Source: an optimization exercise on an open RTL-to-GDS flow (aim: small area, a short achievable clock period and few clock cycles per item). Production flows keep margins and buffers that such runs may drop. In this exercise RTL edits were held to simulation tests only and were not proved equivalent to the original. Power and IR drop assume default switching activity.

$ cat design/flow/design.v
`timescale 1ns / 1ps
module md5_crack(
  input clk,
  input reset_n,
  input start,               
  input [31:0] first,        
  input [127:0] target,      
  output done,               
  output found,              
  output [31:0] password     
    );
localparam [31:0] IV_A = 32'h67452301, IV_B = 32'hefcdab89,
                  IV_C = 32'h98badcfe, IV_D = 32'h10325476;
function [31:0] kw_rom(input [5:0] r);    
  case (r)
      6'd0: kw_rom = 32'h079ad4a8;
      6'd1: kw_rom = 32'h18f7e786;
      6'd2: kw_rom = 32'h2420715b;
      6'd3: kw_rom = 32'hc1bdceee;
      6'd4: kw_rom = 32'hf57c0faf;
      6'd5: kw_rom = 32'h4787c62a;
      6'd6: kw_rom = 32'ha8304613;
      6'd7: kw_rom = 32'hfd469501;
      6'd8: kw_rom = 32'h698098d8;
      6'd9: kw_rom = 32'h8b44f7af;
      6'd10: kw_rom = 32'hffff5bb1;
      6'd11: kw_rom = 32'h895cd7be;
      6'd12: kw_rom = 32'h6b901122;
      6'd13: kw_rom = 32'hfd987193;
      6'd14: kw_rom = 32'ha67943ce;
      6'd15: kw_rom = 32'h49b40821;
      6'd16: kw_rom = 32'h264e5592;
      6'd17: kw_rom = 32'hc040b340;
      6'd18: kw_rom = 32'h265e5a51;
      6'd19: kw_rom = 32'h19e6f7da;
      6'd20: kw_rom = 32'hd62f105d;
      6'd21: kw_rom = 32'h02441453;
      6'd22: kw_rom = 32'hd8a1e681;
      6'd23: kw_rom = 32'he7d3fbc8;
      6'd24: kw_rom = 32'h21e1cde6;
      6'd25: kw_rom = 32'hc3370816;
      6'd26: kw_rom = 32'hf4d50d87;
      6'd27: kw_rom = 32'h455a14ed;
      6'd28: kw_rom = 32'ha9e3e905;
      6'd29: kw_rom = 32'hfcefa478;
      6'd30: kw_rom = 32'h676f02d9;
      6'd31: kw_rom = 32'h8d2a4c8a;
      6'd32: kw_rom = 32'hfffa3942;
      6'd33: kw_rom = 32'h8771f681;
      6'd34: kw_rom = 32'h6d9d6122;
      6'd35: kw_rom = 32'hfde5384c;
      6'd36: kw_rom = 32'hd4ef1a74;
      6'd37: kw_rom = 32'h4bdecfa9;
      6'd38: kw_rom = 32'hf6bb4b60;
      6'd39: kw_rom = 32'hbebfbc70;
      6'd40: kw_rom = 32'h289b7ec6;
      6'd41: kw_rom = 32'h1ad1582a;
      6'd42: kw_rom = 32'hd4ef3085;
      6'd43: kw_rom = 32'h04881d05;
      6'd44: kw_rom = 32'hd9d4d039;
      6'd45: kw_rom = 32'he6db99e5;
      6'd46: kw_rom = 32'h1fa27cf8;
      6'd47: kw_rom = 32'hc4ac56e5;
      6'd48: kw_rom = 32'h24595274;
      6'd49: kw_rom = 32'h432aff97;
      6'd50: kw_rom = 32'hab9423e7;
      6'd51: kw_rom = 32'hfc93a039;
      6'd52: kw_rom = 32'h655b59c3;
      6'd53: kw_rom = 32'h8f0ccc92;
      6'd54: kw_rom = 32'hffeff47d;
      6'd55: kw_rom = 32'hb5b48e01;
      6'd56: kw_rom = 32'h6fa87e4f;
      6'd57: kw_rom = 32'hfe2ce6e0;
      6'd58: kw_rom = 32'ha3014314;
      6'd59: kw_rom = 32'h4e0811a1;
      6'd60: kw_rom = 32'hf7537e82;
      6'd61: kw_rom = 32'hbd3af235;
      6'd62: kw_rom = 32'h2ad7d33b;
      6'd63: kw_rom = 32'heb86d391;
  endcase
endfunction
function [4:0] s_of(input [5:0] r);
  case ({r[5:4], r[1:0]})
    4'd0:  s_of = 5'd7;   4'd1:  s_of = 5'd12;  4'd2:  s_of = 5'd17;  4'd3:  s_of = 5'd22;
    4'd4:  s_of = 5'd5;   4'd5:  s_of = 5'd9;   4'd6:  s_of = 5'd14;  4'd7:  s_of = 5'd20;
    4'd8:  s_of = 5'd4;   4'd9:  s_of = 5'd11;  4'd10: s_of = 5'd16;  4'd11: s_of = 5'd23;
    4'd12: s_of = 5'd6;   4'd13: s_of = 5'd10;  4'd14: s_of = 5'd15;  default: s_of = 5'd21;
  endcase
endfunction
function [31:0] pg_sum(input [31:0] p0, input [31:0] g0);
  reg [31:0] g, p;
  integer i, l;
  begin
    g = g0; p = p0;
    for (l = 0; l < 5; l = l + 1)
      for (i = 0; i < 32; i = i + 1)
        if (((i >> l) & 1) == 1) begin
          g[i] = g[i] | (p[i] & g[((i >> l) << l) - 1]);
          p[i] = p[i] & p[((i >> l) << l) - 1];
        end
    pg_sum = p0 ^ {g[30:0], 1'b0};
  end
endfunction
function [31:0] bswap(input [31:0] v);
  bswap = {v[7:0], v[15:8], v[23:16], v[31:24]};
endfunction
reg        busy;        
reg        pre;         
reg        done_r;
reg        found_r;
reg [8:0]  t;           
reg [31:8] base;        
reg [7:0]  lo;          
reg [7:0]  plo;         
reg [3:0]  valid;       
reg [3:0]  m;           
reg        at_end;      
reg [31:8] nbase;       
reg [7:0]  nlo;         
reg        u0r, u1r;    
assign done     = done_r;
assign found    = found_r;
assign password = {base, plo};
function [7:0] lo_plus(input [7:0] l, input [1:0] j);
  reg [4:0] u;
  begin
    u = {1'b0, l[3:0]} + {3'b0, j};
    if (u >= 5'd10) lo_plus = {l[7:4] + 4'd1, u[3:0] - 4'd10};
    else            lo_plus = {l[7:4], u[3:0]};
  end
endfunction
reg [31:0] aA, bA, cA, dA;            
reg [31:0] kwA;                       
reg [31:0] vA;                        
reg [1:0]  fA;                        
reg [31:0] uB, wB, bB, cB, dB;        
reg [31:0] xC, bC, cC, dC;            
reg [31:0] pD, gD, bD, cD, dD;        
reg [4:0]  sB, sC;                    
reg [5:0]  rr;                        
reg [31:0] fa;
always @(*) begin
  case (fA)
    2'd0: fa = (bA & cA) | (~bA & dA);
    2'd1: fa = (dA & bA) | (~dA & cA);
    2'd2: fa = bA ^ cA ^ dA;
    default: fa = cA ^ (bA | ~dA);
  endcase
end
wire [31:0] u1 = fa ^ aA ^ kwA;
wire [31:0] w1 = (fa & aA) | (fa & kwA) | (aA & kwA);
wire [31:0] w1s = {w1[30:0], 1'b0};
wire [31:0] u2 = u1 ^ w1s ^ vA;
wire [31:0] w2 = (u1 & w1s) | (u1 & vA) | (w1s & vA);
wire [31:0] xB = pg_sum(uB ^ wB, uB & wB);
wire [31:0] l0 = sC[0] ? {xC[30:0], xC[31]}    : xC;
wire [31:0] l1 = sC[1] ? {l0[29:0], l0[31:30]} : l0;
wire [31:0] l2 = sC[2] ? {l1[27:0], l1[31:28]} : l1;
wire [31:0] l3 = sC[3] ? {l2[23:0], l2[31:24]} : l2;
wire [31:0] l4 = sC[4] ? {l3[15:0], l3[31:16]} : l3;
wire [31:0] bnD = pg_sum(pD, gD);
wire [8:0] t1   = t + 9'd1;
wire [1:0] widx  = t[3:2] - 2'd1;      
wire [1:0] widxn = t1[3:2] - 2'd1;
reg  [31:0] tw;
reg  [31:0] ivw;
always @(*) begin
  case (widx)
    2'd0: ivw = IV_A;
    2'd1: ivw = IV_D;
    2'd2: ivw = IV_C;
    default: ivw = IV_B;
  endcase
end
wire [31:0] creq  = bA ^ ivw ^ tw;
wire [31:0] cgen  = (bA & ivw) | (bA & creq) | (ivw & creq);
wire [31:0] bitok = ~({creq[31:1], 1'b0} ^ {cgen[30:0], creq[0]});
reg  [3:0]  pc;
wire        ok = &pc;                  
wire [7:0] lo4 = (lo[3:0] >= 4'd6) ? {lo[7:4] + 4'd1, lo[3:0] - 4'd6} : {lo[7:4], lo[3:0] + 4'd4};
wire       lo_wrap = (lo == 8'h96);
reg  [31:8] inc6;
reg         cy;
integer     k;
always @(*) begin
  inc6 = base;
  cy = 1'b1;
  for (k = 2; k < 8; k = k + 1) begin
    if (cy) begin
      if (inc6[4*k +: 4] == 4'd9) inc6[4*k +: 4] = 4'd0;
      else begin inc6[4*k +: 4] = inc6[4*k +: 4] + 4'd1; cy = 1'b0; end
    end
  end
end
wire [1:0] foff = {first[4], 1'b0} + first[1:0];            
wire [3:0] fd7  = first[3:0];
wire [7:0] flo  = (fd7 >= {2'b0, foff}) ? {first[7:4], fd7 - {2'b0, foff}}
                                        : {first[7:4] - 4'd1, fd7 + 4'd10 - {2'b0, foff}};
wire cont    = m[0] | m[1] | m[2] | (ok & valid[3]);
wire grp_end = busy & (((t == 9'd248) & ~cont) | ((t == 9'd260) & ~(m[3] & ok)));
wire hit0    = busy & (t == 9'd257) & m[0] & ok;
wire hit1    = busy & (t == 9'd258) & m[1] & ok;
wire hit2    = busy & (t == 9'd259) & m[2] & ok;
wire hit3    = busy & (t == 9'd260) & m[3] & ok;
wire hit     = hit0 | hit1 | hit2 | hit3;
wire [1:0] hj = hit0 ? 2'd0 : hit1 ? 2'd1 : hit2 ? 2'd2 : 2'd3;
wire restart = grp_end & ~at_end;
wire ldD     = (t == 9'd510) | (t == 9'd511) | (t == 9'd0) | (t == 9'd1);
wire [8:0] t2 = t + 9'd2;
wire [5:0] rn2 = t2[7:2];
wire [1:0] jn = t1[1:0];
wire use_w0 = (rn2 == 6'd0) | (rn2 == 6'd19) | (rn2 == 6'd41) | (rn2 == 6'd48);
wire use_w1 = (rn2 == 6'd1) | (rn2 == 6'd16) | (rn2 == 6'd36) | (rn2 == 6'd55);
wire [7:0] lon = lo_plus(lo, jn);
wire [31:0] v_w0 = {4'h0, base[19:16], 4'h0, base[23:20], 4'h0, base[27:24], 4'h0, base[31:28]};
wire [31:0] v_w1 = {4'h0, lon[3:0], 4'h0, lon[7:4], 4'h0, base[11:8], 4'h0, base[15:12]};
always @(posedge clk) begin
  if (~reset_n) begin
    busy   <= 1'b0;
    pre    <= 1'b0;
    done_r <= 1'b0;
  end else if (start & ~busy & ~pre) begin
    pre     <= 1'b1;
    done_r  <= 1'b0;
    found_r <= 1'b0;
    base    <= first[31:8];
    lo      <= flo;
    valid   <= (foff == 2'd0) ? 4'b1111 : (foff == 2'd1) ? 4'b1110 : (foff == 2'd2) ? 4'b1100 : 4'b1000;
  end else if (pre) begin
    pre  <= 1'b0;
    busy <= 1'b1;
    t    <= 9'd510;
  end else if (busy) begin
    t <= t1;
    if (t == 9'd245) m[0] <= ok & valid[0];
    if (t == 9'd246) m[1] <= ok & valid[1];
    if (t == 9'd247) m[2] <= ok & valid[2];
    if (t == 9'd248) m[3] <= ok & valid[3];
    if (t == 9'd249 || t == 9'd253) m[0] <= m[0] & ok;
    if (t == 9'd250 || t == 9'd254) m[1] <= m[1] & ok;
    if (t == 9'd251 || t == 9'd255) m[2] <= m[2] & ok;
    if (t == 9'd252 || t == 9'd256) m[3] <= m[3] & ok;
    if (hit) begin
      busy    <= 1'b0;
      done_r  <= 1'b1;
      found_r <= 1'b1;
      plo     <= lo_plus(lo, t[1:0] - 2'd1);    
    end else if (grp_end) begin
      if (at_end) begin
        busy   <= 1'b0;
        done_r <= 1'b1;
      end else begin
        t     <= 9'd510;
        lo    <= nlo;
        base  <= nbase;
        valid <= 4'b1111;
      end
    end
  end
end
always @(posedge clk) begin
  at_end <= (base == 24'h999999) & (lo == 8'h96);
  nlo    <= lo_wrap ? 8'h00 : lo4;
  nbase  <= lo_wrap ? inc6 : base;
  u0r    <= use_w0;
  u1r    <= use_w1;
  rr  <= t1[7:2] + {5'd0, (t1[1:0] == 2'd3)};
  kwA <= kw_rom(rr);
  fA  <= rr[5:4];
  vA  <= (u0r ? v_w0 : 32'd0) | (u1r ? v_w1 : 32'd0);
  case (widxn)
    2'd0: tw <= bswap(target[127:96]);
    2'd1: tw <= bswap(target[31:0]);
    2'd2: tw <= bswap(target[63:32]);
    default: tw <= bswap(target[95:64]);
  endcase
  pc <= {&bitok[31:24], &bitok[23:16], &bitok[15:8], &bitok[7:0]};
  aA <= dD; bA <= bnD; cA <= bD; dA <= cD;
  uB <= u2;  wB <= {w2[30:0], 1'b0};
  bB <= bA;  cB <= cA;  dB <= dA;
  sB <= s_of(t[7:2]);
  xC <= xB;  bC <= bB;  cC <= cB;  dC <= dB;
  sC <= sB;
  if (ldD) begin
    pD <= IV_B;  gD <= 32'd0;
    bD <= IV_C;  cD <= IV_D;  dD <= IV_A;
  end else begin
    pD <= bC ^ l4;  gD <= bC & l4;
    bD <= bC;  cD <= cC;  dD <= dC;
  end
end
endmodule
$ cat design/flow/run.sh
#!/bin/bash
# synth_recipe.tcl (not shown) runs the flow's synth.tcl, then flattens the netlist and writes it again
# the make line also repeats each setting of config.mk as NAME=value (left out here)
make -C /OpenROAD-flow-scripts/flow DESIGN_CONFIG=/design/flow/config.mk WORK_HOME=/design/flow/orfs CLKGATE_MAP_FILE= SYNTH_SCRIPT=/design/flow/synth_recipe.tcl finish
$ cat design/flow/config.mk
export PLATFORM = sky130hd
export DESIGN_NAME = md5_crack
export DESIGN_NICKNAME = md5_crack
export VERILOG_FILES = /design/flow/design.v
export SDC_FILE = /design/flow/constraint.sdc
export NUM_CORES = 4
export LEC_CHECK = 0
export CAP_MARGIN = 20
export CORE_MARGIN = 2
export CORE_UTILIZATION = 40
export SETUP_SLACK_MARGIN = 2.7
export SLEW_MARGIN = 20
$ cat design/flow/constraint.sdc
create_clock -name core_clock -period 5.0 [get_ports {clk}]
set_input_delay 1.0000 -clock core_clock [delete_from_list [all_inputs] [get_ports {clk}]]
set_output_delay 1.0000 -clock core_clock [all_outputs]
set_load 0.01 [all_outputs]
==> summary.txt <==
-- layout by cell type, fill, tap and decap left out, types with 68 or more instances in the layout --
cell	count
o21ai_0	89
ha_1	80
xnor2_1	71
nand2_1	280
nor2_1	102
clkbuf_16	88
clkdlybuf4s50_1	160
and2_1	87
dfxtp_1	693
inv_1	204
xor2_1	79
a21oi_1	126
nand3_1	68
buf_4	143
-- per-layer routing --
layer  vias to the layer above  global-route usage  wire length [um]
li1                      11663                   -                 -
met1                     12246               0.313             42700
met2                      1003               0.375             47700
met3                       227              0.0381              7470
met4                         0              0.0872              4020
met5                         -                   0                 0
-- worst paths after layout --
check	cells after the start	from	endpoint
setup / recovery	10	t[0]	plo[7]
hold reg to reg	0	bB[19]	bC[19]
hold / removal	0	bB[19]	bC[19]
setup reg to reg	10	t[0]	plo[7]
-- metrics by stage --
step	hold slack [ns]	setup WS (ns)	utilization
final	0.321	2.39	0.545
after global routing	0.326	2.31	0.545
after CTS	0.320	2.42	0.518
after detailed placement	0.312	1.64	0.445
after global placement	0.310	1.72	0.445
after floorplan	0.310	2.29	-
-- cells by family (layout without fill, tap and decap cells) --
group           Yosys count  in the layout  share of synthesized area
simple gates            869            870                      0.132
flops                   771            771                      0.491
compound gates          576            577                      0.113
buf+inv                 400            843                     0.0465
fa+ha+maj               209            209                     0.0994
xor+xnor                170            170                     0.0457
mux                     150            150                     0.0726
other cells               0              2                          0
-- power by group --
group / internal [uW] / switching, uW
Sequential: 8990 / 1900
Clock: 3650 / 2540
Combinational: 5390 / 5650
Total: 18000 / 10100
-- what timing repair did --
item	4_1_cts	5_1_grt
pin swaps	181	198
setup buffers	144	64
hold buffers	0	0
gates cloned	20	6
resized for setup	475	345
setup endpoints to repair	431	321
-- critical path, cell delays in order (launching register included) --
cell      delay, ns
edfxtp_1       0.40
inv_2          0.13
ha_4           0.23
buf_4          0.14
fa_2           0.40
xor2_4         0.18
ha_4           0.17
a21boi_4       0.14
o21ai_4        0.26
nand4_1        0.15
xnor2_1        0.16
-- layout make-up --
type,count,area [sq um],area share
Antenna cell,2,5.00,0.000114
Clock buffer,112,2340,0.0531
Clock inverter,36,419,0.00954
Inverter,237,922,0.0210
Multi-Input combinational cell,1976,17900,0.408
Sequential cell,771,16100,0.365
Tap cell,1060,1330,0.0302
Timing Repair Buffer,456,4940,0.112
Timing Repair inverter,2,12.5,0.000285
==> results.json <==
{
  "finalCritPeriodShare": 0.521,
  "layout.cells.non_filler": 4652,
  "syn_avg_cell_area_sq_um": 10.4,
  "cts.sinks": 771,
  "worstPathArrival_ns": 2.98,
  "fp-row-count": 104,
  "r2r_slack_ns": 2.39,
  "synthArstFlopShare": 0,
  "coreArea_sq_um": 80700,
  "power_uw": 28100,
  "cts_root_buffer": "clkbuf_16",
  "fin_nets": 3895,
  "fill_cells": 6814,
  "synth_top_area_frac": 0.438,
  "finalMaxSlewViolations": 0,
  "h-tree-depth": 3,
  "drtAntennaViolNets": 0,
  "setup-tns-final_ns": 0,
  "synth.net_count": 3516,
  "postLayoutCellArea_sq_um": 44000,
  "area_growth_pct": 34.8,
  "finalHoldViolations": 0,
  "vdd_drop_max_uv": 388,
  "synth_area_leaders": "dfxtp_1, edfxtp_1, fa_1, ha_1, mux4_2",
  "fmax_ghz": 0.384,
  "end_kind": "register",
  "gp_congestion": 0.980,
  "place.port_buffers": 196,
  "setup_viol": 0,
  "post-route-drc-count": 0,
  "crit_fanout": 6,
  "outcome": "complete, no violations",
  "ys_seq_area_frac": 0.491,
  "drive_gt1_frac": 0.272,
  "die_h_um": 290,
  "synth_edf_count": 57,
  "tightest_slew_ns": 0.951,
  "dp.cells": 4267,
  "maxCapViolCount": 0,
  "critPathLaunchType": "register",
  "die_area_sq_um": 83800,
  "initial_core_util": 0.404,
  "yosys.cell_types.count": 81,
  "wire_per_inst_um": 21.9,
  "grt-ovfl-total": 0,
  "p_per_area_nw_per_um2": 639,
  "clockBufferDepth": 3,
  "via_count": 25139,
  "die_w_um": 290,
  "criticalPathCategory": "reg2reg",
  "antenna_found_initial": 3,
  "synth_area_sq_um": 32600,
  "drt_iter0_drc": 2103,
  "grt_usage": 0.232,
  "hp-class": "reg2reg",
  "synth_most_common_cell": "dfxtp_1",
  "rsz0062_at_grt": "true",
  "cellLeakagePower_uw": 0.0180,
  "placed_cell_area_sq_um": 35900,
  "ys_ff_latch": 771,
  "fin_crit_ns": 2.61,
  "dr.pass1.iters": 6,
  "wirelength_mm": 102,
  "numCtsBuffers": 80,
  "synth-main-ff-cell": "dfxtp_1",
  "num_io_pins": 197,
  "grt_pass1_wl_mm": 147,
  "clock_skew_ns": 0.0191,
  "yosysWarnings": 1,
  "via_per_inst": 5.40,
  "slew_headroom": 0.365,
  "cp.required_ns": 5.37,
  "grt_max_degree": 81,
  "clock_latency_ns": 0.64,
  "cts_tree": "done",
  "post-dp-hpwl_mm": 63.2,
  "grt_pass1_vias": 24041,
  "cts.clk_slew.worst_paths_ns": 0.07,
  "yosys.area.top_type": "dfxtp_1",
  "synthCells": 3145,
  "yosys-top-cells-count": "dfxtp_1, nand2_1, inv_1, o21ai_0, a21oi_1"
}
Testbench counts, summed over its fixed seeds: cycles 515,351, candidates 8,001.

-- static timing again, ports no longer ideal --
No port has a modelled driver above. Below, the same layout with a new extraction and two added sets of constraints.
Step 1 assumes that a clkbuf_16 drives the clock port and a buf_2 every other input.
Step 2 adds t to the input delays and takes it off the output delays; t is the mean of the earliest and latest rising clock arrival at the registers after step 1. Input paths then give back, and output paths get back, about the clock's delay inside the block.
Three values: ideal, step 1, step 2; two values: the first two.
shift t [ns]: 0.694
setup WS [ns]: 2.393 / 2.393 / 2.234
hold slack, ns: 0.321 / 0.321 / 0.321
worst data-port slew with drivers (ns): 0.07
pins driven straight from the clock port: 1
After both steps setup and hold are still met in this run. The setup slack of this run moves by 0.000 ns with the drivers and by -0.159 ns with both steps.
